From an optimization exercise on the open Yosys and OpenROAD flow, aimed at a short achievable clock period and few clock cycles; shortcuts taken in it are not production practice. No run shown here included a check of the RTL's function; only the layout flow was run. The clock port is modelled as an ideal driver; clocking choices that lean on that would not hold on a real chip. Power figures rest on the tool's default switching activity, not on a simulated workload.

===== flow/run.sh =====
#!/bin/bash
# Layout flow: the standard flow, except for the clock tree.
#  1. standard synthesis, unchanged (bash standard.sh synth);
#  2. the rest of the standard flow, with flow/hand_cts.tcl run as ORFS's
#     PRE_CTS hook: it builds a two-level clock tree (root buffer, then one
#     leaf buffer per balanced group of registers). TritonCTS is then limited
#     to the clock port's net, which drives only the root buffer, so it adds
#     nothing; timing repair, routing and finishing are ORFS's own.
# Each step's make output goes to its own log here; ORFS's per-step logs are
# under orfs/logs.
set -euo pipefail
here=$(pwd)
bash standard.sh synth > synth.log 2>&1
bash standard.sh PRE_CTS_TCL="$here/flow/hand_cts.tcl" "CTS_ARGS=-clk_nets clk" finish > layout.log 2>&1

===== flow/hand_cts.tcl =====
# Clock tree built by hand: the clock port drives one root buffer at the
# middle of the sinks, which drives one leaf buffer per group of registers;
# the groups are balanced (same number of registers each) and compact
# (registers sorted into columns by x, then each column into rows by y).
# TritonCTS is then told to leave these nets alone (CTS_ARGS -clk_nets clk).
proc hand_cts { ncols nrows } {
  set db [ord::get_db]
  set block [ord::get_db_block]
  set clknet [$block findNet clk]
  set bufm [$db findMaster sky130_fd_sc_hd__clkbuf_16]
  set pts {}
  foreach it [$clknet getITerms] {
    set l [[$it getInst] getLocation]
    lappend pts [list [lindex $l 0] [lindex $l 1] $it]
  }
  set n [llength $pts]
  set groups {}
  set bycol [lsort -integer -index 0 $pts]
  for {set c 0} {$c < $ncols} {incr c} {
    set a [expr {($n * $c) / $ncols}]
    set b [expr {($n * ($c + 1)) / $ncols - 1}]
    set col [lsort -integer -index 1 [lrange $bycol $a $b]]
    set m [llength $col]
    for {set r 0} {$r < $nrows} {incr r} {
      set a2 [expr {($m * $r) / $nrows}]
      set b2 [expr {($m * ($r + 1)) / $nrows - 1}]
      lappend groups [lrange $col $a2 $b2]
    }
  }
  foreach p $pts { [lindex $p 2] disconnect }
  set rootnet [odb::dbNet_create $block clk_root]
  $rootnet setSigType CLOCK
  set k 0
  set sx 0
  set sy 0
  foreach g $groups {
    set gx 0
    set gy 0
    foreach p $g { incr gx [lindex $p 0]; incr gy [lindex $p 1] }
    set gx [expr {$gx / [llength $g]}]
    set gy [expr {$gy / [llength $g]}]
    incr sx $gx
    incr sy $gy
    set lb [odb::dbInst_create $block $bufm clkleaf_$k]
    $lb setLocation $gx $gy
    $lb setPlacementStatus PLACED
    set ln [odb::dbNet_create $block clk_leaf_$k]
    $ln setSigType CLOCK
    [$lb findITerm A] connect $rootnet
    [$lb findITerm X] connect $ln
    foreach p $g { [lindex $p 2] connect $ln }
    incr k
  }
  set root [odb::dbInst_create $block $bufm clkroot]
  $root setLocation [expr {$sx / $k}] [expr {$sy / $k}]
  $root setPlacementStatus PLACED
  [$root findITerm A] connect $clknet
  [$root findITerm X] connect $rootnet
  puts "hand_cts: $n registers, $k leaf buffers"
  detailed_placement
}
hand_cts 4 6

===== standard.sh =====
#!/bin/bash
# synth_recipe.tcl (not shown) runs the flow's synth.tcl, then flattens the netlist and writes it again
# the make line also repeats each setting of config.mk as NAME=value (left out here)
make -C /OpenROAD-flow-scripts/flow DESIGN_CONFIG=/design/flow/config.mk WORK_HOME=/design/flow/orfs CLKGATE_MAP_FILE= SYNTH_SCRIPT=/design/flow/synth_recipe.tcl "${@:-finish}"

===== config.mk =====
export PLATFORM = sky130hd
export DESIGN_NAME = cpu
export DESIGN_NICKNAME = cpu
export VERILOG_FILES = /design/flow/design.v
export SDC_FILE = /design/flow/constraint.sdc
export NUM_CORES = 4
export LEC_CHECK = 0
export ABC_CLOCK_PERIOD_IN_PS = 2000
export CAP_MARGIN = 20
export CORE_MARGIN = 2
export CORE_UTILIZATION = 40
export PLACE_DENSITY = 0.6
export SETUP_SLACK_MARGIN = 3.6
export SLEW_MARGIN = 20

===== constraint.sdc =====
create_clock -name core_clock -period 5.5 [get_ports {clk}]
set_input_delay 1.1000 -clock core_clock [delete_from_list [all_inputs] [get_ports {clk}]]
set_output_delay 1.1000 -clock core_clock [all_outputs]
set_load 0.01 [all_outputs]

===== design.v =====
module idecoder(input [15:0] w, input [2:0] xd, input [2:0] wd, input [2:0] ld,
                output movi, output ldr, output str, output halt,
                output ra, output rbu, output rcu, output wr, output add, output lop_and,
                output lop_notb, output cmp, output outv,
                output [2:0] dest, output [7:0] rn_oh, output [7:0] rm_oh, output [7:0] rd_oh,
                output [6:0] bsel,
                output [2:0] x, output [2:0] wb, output [2:0] l);
  wire [2:0] opc = w[15:13];
  wire [1:0] op  = w[12:11];
  wire [2:0] rn  = w[10:8];
  wire [2:0] rd  = w[7:5];
  wire [2:0] rm  = w[2:0];
  wire mv  = (opc == 3'b110) & (op == 2'b00);
  wire alu = (opc == 3'b101);
  wire mem;
  assign movi = (opc == 3'b110) & (op == 2'b10);
  assign ldr  = (opc == 3'b011);
  assign str  = (opc == 3'b100);
  assign mem  = ldr | str;
  assign halt = ~(movi | mv | alu | mem);
  assign ra   = (alu & (op != 2'b11)) | mem;
  assign rbu  = mv | alu;
  assign rcu  = str;
  assign wr   = movi | mv | (alu & (op != 2'b01)) | ldr;
  assign add  = (alu & (op == 2'b00)) | ldr;
  assign lop_and  = alu & (op == 2'b10);
  assign lop_notb = alu & (op == 2'b11);
  assign cmp  = alu & (op == 2'b01);
  assign outv = mv | (alu & (op != 2'b01)) | mem;
  assign dest  = movi ? rn : rd;
  assign rn_oh = 8'b1 << rn;
  assign rm_oh = 8'b1 << rm;
  assign rd_oh = 8'b1 << rd;
  wire sb = mv | alu;
  assign bsel  = {movi, ldr, str, sb & (w[4:3] == 2'b00), sb & (w[4:3] == 2'b01),
                  sb & (w[4:3] == 2'b10), sb & (w[4:3] == 2'b11)};
  assign x  = {rn == xd, rm == xd, rd == xd};
  assign wb = {rn == wd, rm == wd, rd == wd};
  assign l  = {rn == ld, rm == ld, rd == ld};
endmodule
module cpu(input clk, input rst_n, input [7:0] start_pc, input [15:0] ram_r_data,
           output waiting, output [15:0] out, output [15:0] ram_w_data, output N, output V, output Z, output [7:0] ram_addr, output ram_w_en);
  localparam K = 6;                
  reg [15:0] rf [0:7];
  reg [7:0]  addr_q, pc_q;
  reg        wen_q;
  reg [15:0] wdata_q;
  reg        fetch_q;              
  reg        arr_q;                
  reg [15:0] bq [0:K-1];           
  reg [K-1:0] bv;                  
  reg [15:0] ir;
  reg        ir_v;
  reg        d_movi, d_ldr, d_str, d_halt, d_wr, d_add, d_out, d_cmp, d_and, d_notb;
  reg [2:0]  d_dest;
  reg [7:0]  d_rn_oh, d_rm_oh, d_rd_oh;
  reg [6:0]  d_bsel;               
  reg [2:0]  f_ex, f_wb, f_ld, f_rf;   
  reg        stall_q;
  reg        cons_q;               
  reg [15:0] a_q, b_q;
  reg        ex_add, ex_and, ex_notb;    
  reg        ex_wr, ex_out, ex_cmp, ex_ldr, ex_str;
  reg [2:0]  ex_dest;
  reg [7:0]  ex_imm;
  reg [7:0]  wb_lo, wb_h0, wb_h1;
  reg        wb_c;
  reg [15:0] wb_l;
  reg        wb_add, wb_ldr, wb_outadd, wb_cmp;
  reg [7:0]  wb_wr_oh;
  reg [2:0]  wb_dest;
  reg [7:0]  w2_oh;                
  reg        wb_z, wb_db, wb_dh0, wb_dh1, wb_a15, wb_b15;
  reg [15:0] out_q, out_s;
  reg        z_q, n_q, v_q, z_s, n_s, v_s;
  reg        wait_q;
  assign waiting    = wait_q;
  assign out        = out_q;
  assign ram_w_data = wdata_q;
  assign ram_addr   = addr_q;
  assign ram_w_en   = wen_q;
  assign Z = z_q;
  assign N = n_q;
  assign V = v_q;
  wire [8:0]  lo  = {1'b0, a_q[7:0]} + {1'b0, b_q[7:0]};
  wire [7:0]  h0  = a_q[15:8] + b_q[15:8];
  wire [7:0]  h1  = a_q[15:8] - ~b_q[15:8];         
  wire [8:0]  dlo = {1'b0, a_q[7:0]} - {1'b0, b_q[7:0]};
  wire [7:0]  dh0 = a_q[15:8] - b_q[15:8];
  wire [7:0]  dh1 = a_q[15:8] + ~b_q[15:8];         
  wire [15:0] ex_l = ex_and ? (a_q & b_q) : ex_notb ? ~b_q : b_q;
  wire [15:0] wb_sum = {(wb_h0 & {8{~wb_c}}) | (wb_h1 & {8{wb_c}}), wb_lo};
  wire [15:0] wb_res = wb_add ? wb_sum : wb_l;
  wire        wb_n   = (wb_dh0 & ~wb_db) | (wb_dh1 & wb_db);
  wire consume = cons_q;
  reg [15:0] rf_a, rf_b, rf_c;
  integer j;
  always @(*) begin
    rf_a = 16'h0;
    rf_b = 16'h0;
    rf_c = 16'h0;
    for (j = 0; j < 8; j = j + 1) begin
      rf_a = rf_a | ({16{d_rn_oh[j]}} & rf[j]);
      rf_b = rf_b | ({16{d_rm_oh[j]}} & rf[j]);
      rf_c = rf_c | ({16{d_rd_oh[j]}} & rf[j]);
    end
  end
  wire [15:0] va = ({16{f_ex[2]}} & ex_l) | ({16{f_wb[2]}} & wb_res) |
                   ({16{f_ld[2]}} & ram_r_data) | ({16{f_rf[2]}} & rf_a);
  wire [15:0] vb = ({16{f_ex[1]}} & ex_l) | ({16{f_wb[1]}} & wb_res) |
                   ({16{f_ld[1]}} & ram_r_data) | ({16{f_rf[1]}} & rf_b);
  wire [15:0] vc = ({16{f_ex[0]}} & ex_l) | ({16{f_wb[0]}} & wb_res) |
                   ({16{f_ld[0]}} & ram_r_data) | ({16{f_rf[0]}} & rf_c);
  wire [15:0] sximm5 = {{11{ir[4]}}, ir[4:0]};
  wire [15:0] sximm8 = {{8{ir[7]}}, ir[7:0]};
  wire [15:0] b_d = ({16{d_bsel[6]}} & sximm8) | ({16{d_bsel[5]}} & sximm5) |
                    ({16{d_bsel[4]}} & vc) | ({16{d_bsel[3]}} & vb) |
                    ({16{d_bsel[2]}} & {vb[14:0], 1'b0}) |
                    ({16{d_bsel[1] | d_bsel[0]}} & {d_bsel[0] & vb[15], vb[15:1]});
  wire take   = ~ir_v | consume;
  wire from_b = take & bv[0];
  wire cx = consume & d_wr;
  wire cw = ex_wr;
  wire cl = wb_ldr;
  wire i_movi, i_ldr, i_str, i_halt, i_ra, i_rbu, i_rcu, i_wr, i_add, i_and, i_notb, i_cmp, i_out;
  wire [2:0] i_dest; wire [7:0] i_rn, i_rm, i_rd; wire [6:0] i_bs;
  wire [2:0] i_x, i_w, i_l;
  idecoder DI(ir, d_dest, ex_dest, wb_dest, i_movi, i_ldr, i_str, i_halt, i_ra, i_rbu, i_rcu,
              i_wr, i_add, i_and, i_notb, i_cmp, i_out, i_dest, i_rn, i_rm, i_rd, i_bs,
              i_x, i_w, i_l);
  wire h_movi, h_ldr, h_str, h_halt, h_ra, h_rbu, h_rcu, h_wr, h_add, h_and, h_notb, h_cmp, h_out;
  wire [2:0] h_dest; wire [7:0] h_rn, h_rm, h_rd; wire [6:0] h_bs;
  wire [2:0] h_x, h_w, h_l;
  idecoder DH(bq[0], d_dest, ex_dest, wb_dest, h_movi, h_ldr, h_str, h_halt, h_ra, h_rbu, h_rcu,
              h_wr, h_add, h_and, h_notb, h_cmp, h_out, h_dest, h_rn, h_rm, h_rd, h_bs,
              h_x, h_w, h_l);
  wire [2:0] i_fw = {3{cw}} & i_w, i_fl = {3{cl}} & i_l;
  wire [2:0] i_use = {i_ra, i_rbu, i_rcu};
  wire i_st = ex_ldr & |(i_use & i_fw);
  wire [2:0] h_fx = {3{cx}} & h_x, h_fw = {3{cw}} & h_w, h_fl = {3{cl}} & h_l;
  wire [2:0] h_use = {h_ra, h_rbu, h_rcu};
  wire h_st = (d_add & |(h_use & h_fx)) | (ex_ldr & |(h_use & h_fw));
  wire nx_v = ~take | bv[0];
  always @(posedge clk) begin
    if (take) ir <= bq[0];
    if (!take) begin
      d_movi <= i_movi; d_ldr <= i_ldr; d_str <= i_str; d_halt <= i_halt;
      d_wr <= i_wr; d_add <= i_add; d_and <= i_and; d_notb <= i_notb;
      d_cmp <= i_cmp; d_out <= i_out; d_dest <= i_dest;
      d_rn_oh <= i_rn; d_rm_oh <= i_rm; d_rd_oh <= i_rd; d_bsel <= i_bs;
      f_ex <= 3'b000; f_wb <= i_fw; f_ld <= i_fl & ~i_fw; f_rf <= ~(i_fw | i_fl);
    end else begin
      d_movi <= h_movi; d_ldr <= h_ldr; d_str <= h_str; d_halt <= h_halt;
      d_wr <= h_wr; d_add <= h_add; d_and <= h_and; d_notb <= h_notb;
      d_cmp <= h_cmp; d_out <= h_out; d_dest <= h_dest;
      d_rn_oh <= h_rn; d_rm_oh <= h_rm; d_rd_oh <= h_rd; d_bsel <= h_bs;
      f_ex <= h_fx; f_wb <= h_fw & ~h_fx; f_ld <= h_fl & ~h_fw & ~h_fx;
      f_rf <= ~(h_fx | h_fw | h_fl);
    end
    if (!rst_n) begin
      ir_v    <= 1'b0;
      stall_q <= 1'b0;
      cons_q  <= 1'b0;
    end else begin
      ir_v    <= nx_v;
      stall_q <= ~take ? i_st : h_st;
      cons_q  <= ~take ? (~i_halt & ~i_st) : (from_b & ~h_halt & ~h_st);
    end
  end
  wire pop  = from_b;
  wire push = arr_q;
  reg [15:0] sh_q [0:K-1];
  reg [K-1:0] sh_v;
  integer f;
  always @(*) begin
    for (f = 0; f < K; f = f + 1) begin
      sh_q[f] = (pop && f < K - 1) ? bq[(f < K - 1) ? f + 1 : f] : bq[f];
      sh_v[f] = pop ? ((f < K - 1) ? bv[(f < K - 1) ? f + 1 : f] : 1'b0) : bv[f];
    end
  end
  always @(posedge clk) begin
    for (f = 0; f < K; f = f + 1) begin
      if (push && !sh_v[f] && (f == 0 || sh_v[(f == 0) ? 0 : f - 1]))
        bq[f] <= ram_r_data;
      else
        bq[f] <= sh_q[f];
    end
    if (!rst_n) bv <= {K{1'b0}};
    else        bv <= sh_v | (push ? (sh_v + 1'b1) & ~sh_v : {K{1'b0}});
  end
  wire [1:0] xin = {1'b0, ir_v} + {1'b0, arr_q} + {1'b0, fetch_q};
  wire fetch_ok = (xin == 2'd0) | ((xin == 2'd1) & ~bv[K-1]) |
                  ((xin == 2'd2) & ~bv[K-2]) | ((xin == 2'd3) & ~bv[K-3]);
  always @(posedge clk) begin
    if (!rst_n) begin
      addr_q  <= start_pc;
      pc_q    <= start_pc + 8'd1;
      fetch_q <= 1'b1;
      wen_q   <= 1'b0;
      arr_q   <= 1'b0;
    end else begin
      arr_q <= fetch_q;
      if (ex_ldr | ex_str) begin
        addr_q  <= a_q[7:0] + ex_imm;
        fetch_q <= 1'b0;
        wen_q   <= ex_str;
      end else begin
        addr_q  <= pc_q;
        wen_q   <= 1'b0;
        fetch_q <= fetch_ok;
        if (fetch_ok) pc_q <= pc_q + 8'd1;
      end
    end
    wdata_q <= b_q;
  end
  always @(posedge clk) begin
    if (!rst_n) begin
      ex_wr  <= 1'b0;
      ex_out <= 1'b0;
      ex_cmp <= 1'b0;
      ex_ldr <= 1'b0;
      ex_str <= 1'b0;
    end else begin
      ex_wr  <= consume & d_wr;
      ex_out <= consume & d_out;
      ex_cmp <= consume & d_cmp;
      ex_ldr <= consume & d_ldr;
      ex_str <= consume & d_str;
    end
    a_q     <= va;
    b_q     <= b_d;
    ex_add  <= d_add;
    ex_and  <= d_and;
    ex_notb <= d_notb;
    ex_dest <= d_dest;
    ex_imm  <= sximm5[7:0];
  end
  always @(posedge clk) begin
    if (!rst_n) begin
      wb_wr_oh  <= 8'h00;
      w2_oh     <= 8'h00;
      wb_ldr    <= 1'b0;
      wb_outadd <= 1'b0;
      wb_cmp    <= 1'b0;
    end else begin
      wb_wr_oh  <= (ex_wr & ~ex_ldr) ? (8'b1 << ex_dest) : 8'h00;
      w2_oh     <= wb_ldr ? (8'b1 << wb_dest) : 8'h00;
      wb_ldr    <= ex_ldr;
      wb_outadd <= ex_out & ex_add;
      wb_cmp    <= ex_cmp;
    end
    wb_dest <= ex_dest;
    wb_lo  <= lo[7:0];
    wb_c   <= lo[8];
    wb_h0  <= h0;
    wb_h1  <= h1;
    wb_l   <= ex_l;
    wb_add <= ex_add;
    wb_z   <= (a_q == b_q);
    wb_db  <= dlo[8];
    wb_dh0 <= dh0[7];
    wb_dh1 <= dh1[7];
    wb_a15 <= a_q[15];
    wb_b15 <= b_q[15];
  end
  wire [15:0] out_d = (ex_out & ~ex_add) ? ex_l : wb_outadd ? wb_sum : out_s;
  wire        z_d = wb_cmp ? wb_z : z_s;
  wire        n_d = wb_cmp ? wb_n : n_s;
  wire        v_d = wb_cmp ? ((wb_a15 != wb_b15) & (wb_n != wb_a15)) : v_s;
  always @(posedge clk) begin
    out_q <= out_d;
    z_q   <= z_d;
    n_q   <= n_d;
    v_q   <= v_d;
    if ((ex_out & ~ex_add) | wb_outadd) out_s <= out_d;
    if (wb_cmp) begin
      z_s <= z_d;
      n_s <= n_d;
      v_s <= v_d;
    end
  end
  integer k;
  always @(posedge clk) begin
    for (k = 0; k < 8; k = k + 1)
      if (wb_wr_oh[k])   rf[k] <= wb_res;
      else if (w2_oh[k]) rf[k] <= ram_r_data;
  end
  always @(posedge clk) begin
    if (!rst_n) wait_q <= 1'b0;
    else if (ir_v & d_halt & ~(ex_out & ex_add) & ~ex_cmp & ~ex_str) wait_q <= 1'b1;
  end
endmodule

==> results.json, run 1 <==
{
  "avgRoutedWirePerCell_um": 25.9,
  "cap_violations": 0,
  "detail-route-antenna-nets": 0,
  "fin_crit_ns": 2.18,
  "antennaDiodeCount": 0,
  "irDropWorstVdd_mv": 0.358,
  "synth.cell_area_um2": 23500,
  "grtUsageMet3_pct": 4.80,
  "cp-end-kind": "output pin",
  "power.density_nw_per_um2": 359,
  "path_class": "reg2out",
  "rsz0062_at_grt": "true",
  "critPathLaunchType": "register",
  "nets": 2386,
  "cp.required_ns": 4.40,
  "fp.dieW_um": 247,
  "grtUsageMet1_pct": 33.0,
  "hold_viol": 0,
  "ys_seq_area_share_pct": 53.2,
  "drc": 0,
  "multiInputGateArea_um2": 11500,
  "grt_pass1_wl_mm": 114,
  "crit_family": "flip-flops",
  "tightest_slew_ns": 1.16,
  "vias_per_cell": 6.23,
  "syn_avg_cell_area_um2": 10.9,
  "maxSlewViolCount": 0,
  "grt.overflow.total": 0,
  "drt_iter0_markers": 3063,
  "critPathMaxStageDelay_ns": 0.36,
  "place.gp.congestion": 0.947,
  "ys_seq_elements": 492,
  "cp.arrival_ns": 1.08,
  "dr.pass1.iters": 9,
  "clkTransAtPathRegs_ns": 0.09,
  "setup_viol": 0,
  "rows": 88,
  "hp-class": "reg2reg",
  "dp_slack_ns": 2.40,
  "min_period_over_period_pct": 39.6,
  "slew_headroom_pct": 22.7,
  "synth_ff_type": "edfxtp_1",
  "dieArea_um2": 60800,
  "synth_cell_type_count": 68,
  "gr-max-usage-layer": "met2",
  "drive_gt1_share_pct": 33.0,
  "coreArea_um2": 57900,
  "crit_slowest_cell": "dfxtp_2",
  "area_delta_synth_final_pct": 24.6,
  "wl_mm": 79.8,
  "syn-num-nets": 2236,
  "antenna_found_initial": 1,
  "grtUsageMet2_pct": 39.6,
  "dp_hpwl_mm": 48.0,
  "die_h_um": 247,
  "synthArstFlopShare_pct": 0,
  "path_buf_inv": 1,
  "fin_ws_ns": 3.32,
  "ctsHoldBuffers": 0,
  "syn_inst": 2164,
  "regArea_um2": 12600,
  "fin_worst_skew_ns": 0.0156,
  "status": "timing/DRC/antenna clean",
  "layout_common_cells": "edfxtp_1 (267), a22oi_1 (216), dfxtp_1 (176)",
  "synth_warnings": 7,
  "synth_edf_count": 267,
  "nFillCells": 5052,
  "p_leak_nw": 10.8,
  "setup_tns_ns": 0,
  "path_cells": "buf_6",
  "track_usage_pct": 24.4,
  "io_pins": 71,
  "start_util_pct": 40.6,
  "clock_latency_ns": 0.63,
  "port_buffers": 70,
  "path_max_fanout": 3,
  "final_common_cell": "edfxtp_1",
  "fmax_ghz": 0.459,
  "dr_total_vias": 19200,
  "grt_pass1_vias": 18000,
  "grt_max_degree": 35
}
[where the power goes]
part	leakage, nW	internal, W	switching, W
Clock	0.308	0.000796	0.00115
Sequential	4.35	0.00440	0.000701
Combinational	6.18	0.00158	0.00189
[flip-flops by register name, indices dropped and copies added (netlist names), 15 cells and up]
signal	flops
rf	128
out_s	16
wb_l	16
ir	16
out_q	16
b_q	16
wdata_q	15
bq	96
a_q	16
[repair_timing]
| item | in CTS | in global routing |
|---|---|---|
| pin swaps | 103 | 96 |
| setup endpoints to repair | 496 | 344 |
| resized for setup | 449 | 354 |
| gates cloned | 19 | 8 |
| buffers inserted | 82 | 114 |
[per-stage QoR]
stage | util (%) | area (um2) | hold slack, ns | instances | power (W)
floorplan | - | 23700 | 0.310 | 2164 | 0.00666
global placement | 42.6 | 24700 | 0.315 | 2829 | 0.00758
detailed placement | 42.6 | 24700 | 0.321 | 2829 | 0.00764
CTS | 47.5 | 27500 | 0.321 | 2955 | 0.00946
global route | 50.6 | 29300 | 0.344 | 3077 | 0.0109
finish | 50.6 | 29300 | 0.339 | 3077 | 0.0105
[cell usage after synthesis, types with 22 or more instances]
cell type    n  area share, %
xnor2_1     64            2.4
nor2_1     170            2.7
inv_1       55           0.88
a22oi_1    239            7.6
a21oi_1    153            3.3
edfxtp_1   267             34
a222oi_1    38            1.6
mux2i_1     39            1.7
o21ai_0     38           0.81
nand4_1     51            1.4
ha_1        41            2.2
mux2_2     161            7.7
clkbuf_1   151            2.4
xor2_1      26           0.97
dfxtp_1    225             19
nor2b_1     22           0.58
nand2_1    154            2.5
[cell families after synthesis]
family          after synthesis  share of synthesized area (%)
buf+inv                     248                           4.22
xor+xnor                     90                           3.35
flops                       492                           53.2
compound gates              584                           17.1
simple gates                504                           10.2
fa+ha+maj                    46                           2.61
mux                         200                           9.36
[layer usage]
layer	up-vias	wire length [um]
li1	8364	-
met1	9297	31100
met2	1240	36600
met3	272	8660
met4	0	3450
met5	-	0
[worst paths after layout]
kind,from,to,slack (ns),cells past startpoint
min,d_notb,ex_notb,0.34,0
max reg2reg,rf[0][7],b_q[7],3.40,6
max,wb_b15,ram_w_data[15],3.32,1
min reg2reg,d_notb,ex_notb,0.34,0
[layout make-up]
cell class | count | share of cell area (%)
flip-flops and latches | 492 | 43.1
well taps | 765 | 3.26
multi-input cells | 1430 | 39.2
inverters | 56 | 0.772
plain buffers | 25 | 2.13
repair buffers | 309 | 11.5
==> run 2, diff against run 1 <==
--- a/design.v
+++ b/design.v
@@ -55,7 +55,7 @@
   reg [2:0]  d_dest;
   reg [7:0]  d_rn_oh, d_rm_oh, d_rd_oh;
   reg [6:0]  d_bsel;               
-  reg [2:0]  f_ex, f_wb, f_ld, f_rf;   
+  reg [2:0]  f_ex, f_wb, f_rf;       
   reg        stall_q;
   reg        cons_q;               
   reg [15:0] a_q, b_q;
@@ -106,11 +106,11 @@
     end
   end
   wire [15:0] va = ({16{f_ex[2]}} & ex_l) | ({16{f_wb[2]}} & wb_res) |
-                   ({16{f_ld[2]}} & ram_r_data) | ({16{f_rf[2]}} & rf_a);
+                   ({16{f_rf[2]}} & rf_a);
   wire [15:0] vb = ({16{f_ex[1]}} & ex_l) | ({16{f_wb[1]}} & wb_res) |
-                   ({16{f_ld[1]}} & ram_r_data) | ({16{f_rf[1]}} & rf_b);
+                   ({16{f_rf[1]}} & rf_b);
   wire [15:0] vc = ({16{f_ex[0]}} & ex_l) | ({16{f_wb[0]}} & wb_res) |
-                   ({16{f_ld[0]}} & ram_r_data) | ({16{f_rf[0]}} & rf_c);
+                   ({16{f_rf[0]}} & rf_c);
   wire [15:0] sximm5 = {{11{ir[4]}}, ir[4:0]};
   wire [15:0] sximm8 = {{8{ir[7]}}, ir[7:0]};
   wire [15:0] b_d = ({16{d_bsel[6]}} & sximm8) | ({16{d_bsel[5]}} & sximm5) |
@@ -136,10 +136,11 @@
               h_x, h_w, h_l);
   wire [2:0] i_fw = {3{cw}} & i_w, i_fl = {3{cl}} & i_l;
   wire [2:0] i_use = {i_ra, i_rbu, i_rcu};
-  wire i_st = ex_ldr & |(i_use & i_fw);
+  wire i_st = (ex_ldr & |(i_use & i_fw)) | |(i_use & i_fl & ~i_fw);
   wire [2:0] h_fx = {3{cx}} & h_x, h_fw = {3{cw}} & h_w, h_fl = {3{cl}} & h_l;
   wire [2:0] h_use = {h_ra, h_rbu, h_rcu};
-  wire h_st = (d_add & |(h_use & h_fx)) | (ex_ldr & |(h_use & h_fw));
+  wire h_st = (d_add & |(h_use & h_fx)) | (ex_ldr & |(h_use & h_fw)) |
+              |(h_use & h_fl & ~h_fw & ~h_fx);
   wire nx_v = ~take | bv[0];
   always @(posedge clk) begin
     if (take) ir <= bq[0];
@@ -148,14 +149,13 @@
       d_wr <= i_wr; d_add <= i_add; d_and <= i_and; d_notb <= i_notb;
       d_cmp <= i_cmp; d_out <= i_out; d_dest <= i_dest;
       d_rn_oh <= i_rn; d_rm_oh <= i_rm; d_rd_oh <= i_rd; d_bsel <= i_bs;
-      f_ex <= 3'b000; f_wb <= i_fw; f_ld <= i_fl & ~i_fw; f_rf <= ~(i_fw | i_fl);
+      f_ex <= 3'b000; f_wb <= i_fw; f_rf <= ~i_fw;
     end else begin
       d_movi <= h_movi; d_ldr <= h_ldr; d_str <= h_str; d_halt <= h_halt;
       d_wr <= h_wr; d_add <= h_add; d_and <= h_and; d_notb <= h_notb;
       d_cmp <= h_cmp; d_out <= h_out; d_dest <= h_dest;
       d_rn_oh <= h_rn; d_rm_oh <= h_rm; d_rd_oh <= h_rd; d_bsel <= h_bs;
-      f_ex <= h_fx; f_wb <= h_fw & ~h_fx; f_ld <= h_fl & ~h_fw & ~h_fx;
-      f_rf <= ~(h_fx | h_fw | h_fl);
+      f_ex <= h_fx; f_wb <= h_fw & ~h_fx; f_rf <= ~(h_fx | h_fw);
     end
     if (!rst_n) begin
       ir_v    <= 1'b0;
==> run 2 against run 1 <==
Net effect: first-iteration DRC count is 12% lower; area after synthesis is 0.66% lower; critical endpoint is now waiting; still clean on timing, DRC and antenna; largest power group unchanged; wire length is 7.1% lower.
==> results.json, run 2 <==
{
  "crit_family": "flip-flops",
  "drive_gt1_share_pct": 29.8,
  "power.density_nw_per_um2": 468,
  "crit_slowest_cell": "dfxtp_2",
  "clock_latency_ns": 0.61,
  "syn_avg_cell_area_um2": 11.1,
  "cap_violations": 0,
  "track_usage_pct": 22.6,
  "grt.overflow.total": 0,
  "fin_worst_skew_ns": 0.0173,
  "dp_slack_ns": 2.30,
  "setup_viol": 0,
  "coreArea_um2": 57700,
  "met1_length_mm": 29.6,
  "dieArea_um2": 60400,
  "avgRoutedWirePerCell_um": 25.2,
  "layout_common_cells": "edfxtp_1 (267), a22oi_1 (191), dfxtp_1 (158)",
  "top_register": "rf",
  "area_delta_synth_final_pct": 18.6,
  "antenna_found_initial": 0,
  "stdcell_count": 2943,
  "grt_pass1_wl_mm": 105,
  "dr_total_vias": 18100,
  "dr.pass1.iters": 10,
  "yosys.area.top_type": "edfxtp_1",
  "fmax_ghz": 0.465,
  "hp-class": "reg2reg",
  "synth.cell_area_um2": 23400,
  "top_regs": "rf (128), bq (96)",
  "critPathMaxStageDelay_ns": 0.34,
  "stdcell_area_um2": 27700,
  "dp_hpwl_mm": 45.4,
  "clkTransAtPathRegs_ns": 0.09,
  "dp.cells": 2763,
  "path_max_fanout": 2,
  "rows": 88,
  "rsz0062_at_grt": "true",
  "met2_wirelength_mm": 34.1,
  "syn-num-nets": 2179,
  "largest_register_ffs": 128,
  "drt_iter0_markers": 2702,
  "maxSlewViolCount": 0,
  "nets": 2252,
  "status": "timing/DRC/antenna clean",
  "wl_mm": 74.2,
  "io_pins": 71,
  "ys_seq_elements": 489,
  "yosysMostFrequentCell": "edfxtp_1",
  "synthArstFlopShare_pct": 0,
  "synth_ff_type": "edfxtp_1",
  "path_cells": "buf_6",
  "fin_ws_ns": 3.35,
  "syn_inst": 2107,
  "drc": 0,
  "top_layer_used": "met4",
  "detail-route-antenna-nets": 0,
  "final_common_cell": "edfxtp_1",
  "hold-worst-slack_ns": 0.335,
  "synth_warnings": 7,
  "hold_viol": 0,
  "die_h_um": 246,
  "cp.arrival_ns": 1.05,
  "p_leak_nw": 10.0,
  "place.gp.congestion": 0.909,
  "path_class": "reg2out",
  "critPathLaunchType": "register",
  "grt_pass1_vias": 17100,
  "cp.required_ns": 4.40,
  "place_area_um2": 24300,
  "vias_per_cell": 6.14,
  "fin_crit_ns": 2.15,
  "fp.dieW_um": 246,
  "wl_met3_mm": 7.01,
  "irDropWorstVdd_mv": 0.377,
  "synth.area.top_cells": "edfxtp_1 (34%), dfxtp_1 (19%), a22oi_1 (6.7%), mux2_2 (6.6%), a21oi_1 (2.6%)",
  "grt_max_degree": 33,
  "ctsHoldBuffers": 0,
  "tightest_slew_ns": 1.10,
  "synth_commonest_cells": "edfxtp_1 (267), dfxtp_1 (222), a22oi_1 (209)",
  "yosysTopAreaCellShare_pct": 34.3,
  "synth_edf_count": 267,
  "cp-end-kind": "output pin",
  "ys_seq_area_share_pct": 53.3,
  "start_util_pct": 40.5,
  "setup_tns_ns": 0,
  "path_buf_inv": 1,
  "synth_cell_type_count": 82,
  "min_period_over_period_pct": 39.1,
  "slew_headroom_pct": 26.7,
  "rrSetupSlack_ns": 3.44,
  "antennaDiodeCount": 0,
  "port_buffers": 70
}
[run 2: report_power, final]
part	leakage (nW)	internal [W]	switching, W
logic	5.36	0.00242	0.00282
registers	4.33	0.00465	0.00116
clock network	0.308	0.000796	0.00113
total	10.0	0.00787	0.00511
[run 2: metrics by stage]
step / power (W) / util [%]
after floorplan: 0.00822 / -
after global placement: 0.00946 / 42.0
after detailed placement: 0.00956 / 42.0
after CTS: 0.0117 / 45.5
after global routing: 0.0135 / 48.1
final: 0.0130 / 48.1
[run 2: final cells by class]
type | instances | area (um2)
Buffer | 25 | 626
Fill cell | 5122 | 30000
Inverter | 65 | 278
Multi-Input combinational cell | 1365 | 11000
Sequential cell | 489 | 12600
Tap cell | 765 | 957
Timing Repair Buffer | 232 | 2290
Timing Repair inverter | 2 | 20.0
[run 2: worst paths after layout]
kind | startpoint | end | depth (start not counted)
min reg2reg | d_notb | ex_notb | 0
max reg2reg | wb_c | b_q[11] | 7
max | wait_q | waiting | 1
min | d_notb | ex_notb | 0
[run 2: cell families (layout without fill, tap and decap cells)]
kind of cell             after synthesis  after routing  synth area share, %
AO/OA/AOI/OAI                        553            553                 16.2
multiplexers                         197            197                 9.43
AND/OR/NAND/NOR                      474            477                 9.97
adder cells (fa/ha/maj)               46             46                 2.62
buffers and inverters                256            324                 5.00
XOR/XNOR                              92             92                 3.45
flip-flops                           489            489                 53.3
[run 2: what timing repair did]
action,CTS,global route
gates cloned,7,8
resized for setup,338,346
setup buffers,63,77
pin swaps,50,69
setup endpoints to repair,497,232
[run 2: routing by layer]
layer | up-vias | track usage, %
met3 | 251 | 3.30
met2 | 1150 | 37.1
met5 | - | 0
met1 | 8744 | 30.3
li1 | 7936 | -
met4 | 0 | 8.13

-- static timing again, ports no longer ideal --
Ports are ideal in the flow. The routed layouts listed here were re-timed in OpenROAD. Step 1 sets driving cells, clkbuf_16 on the clock port and buf_2 on the other inputs (assumed; they add their load-dependent delay and slew). Step 2 moves the port delays by t, midway between the first and last clock arrival at a register: inputs arrive t later, outputs are due t later. That takes back most of the time a late clock gives input paths. a / b / c = ideal ports / drivers / drivers and shift; a / b = the first two.
| run | t (ns) | slack for setup (ns) | worst register clock-pin slew, ns |
|---|---|---|---|
| run 1 | 0.679 | 3.321 / 3.259 / 3.019 | 0.10 / 0.10 |
| run 2 | 0.654 | 3.349 / 3.297 / 3.115 | 0.10 / 0.10 |
After both steps every run listed still meets setup and hold. The setup slack of run 1, which loses most, moves by -0.062 ns with the drivers and by -0.302 ns with both steps.
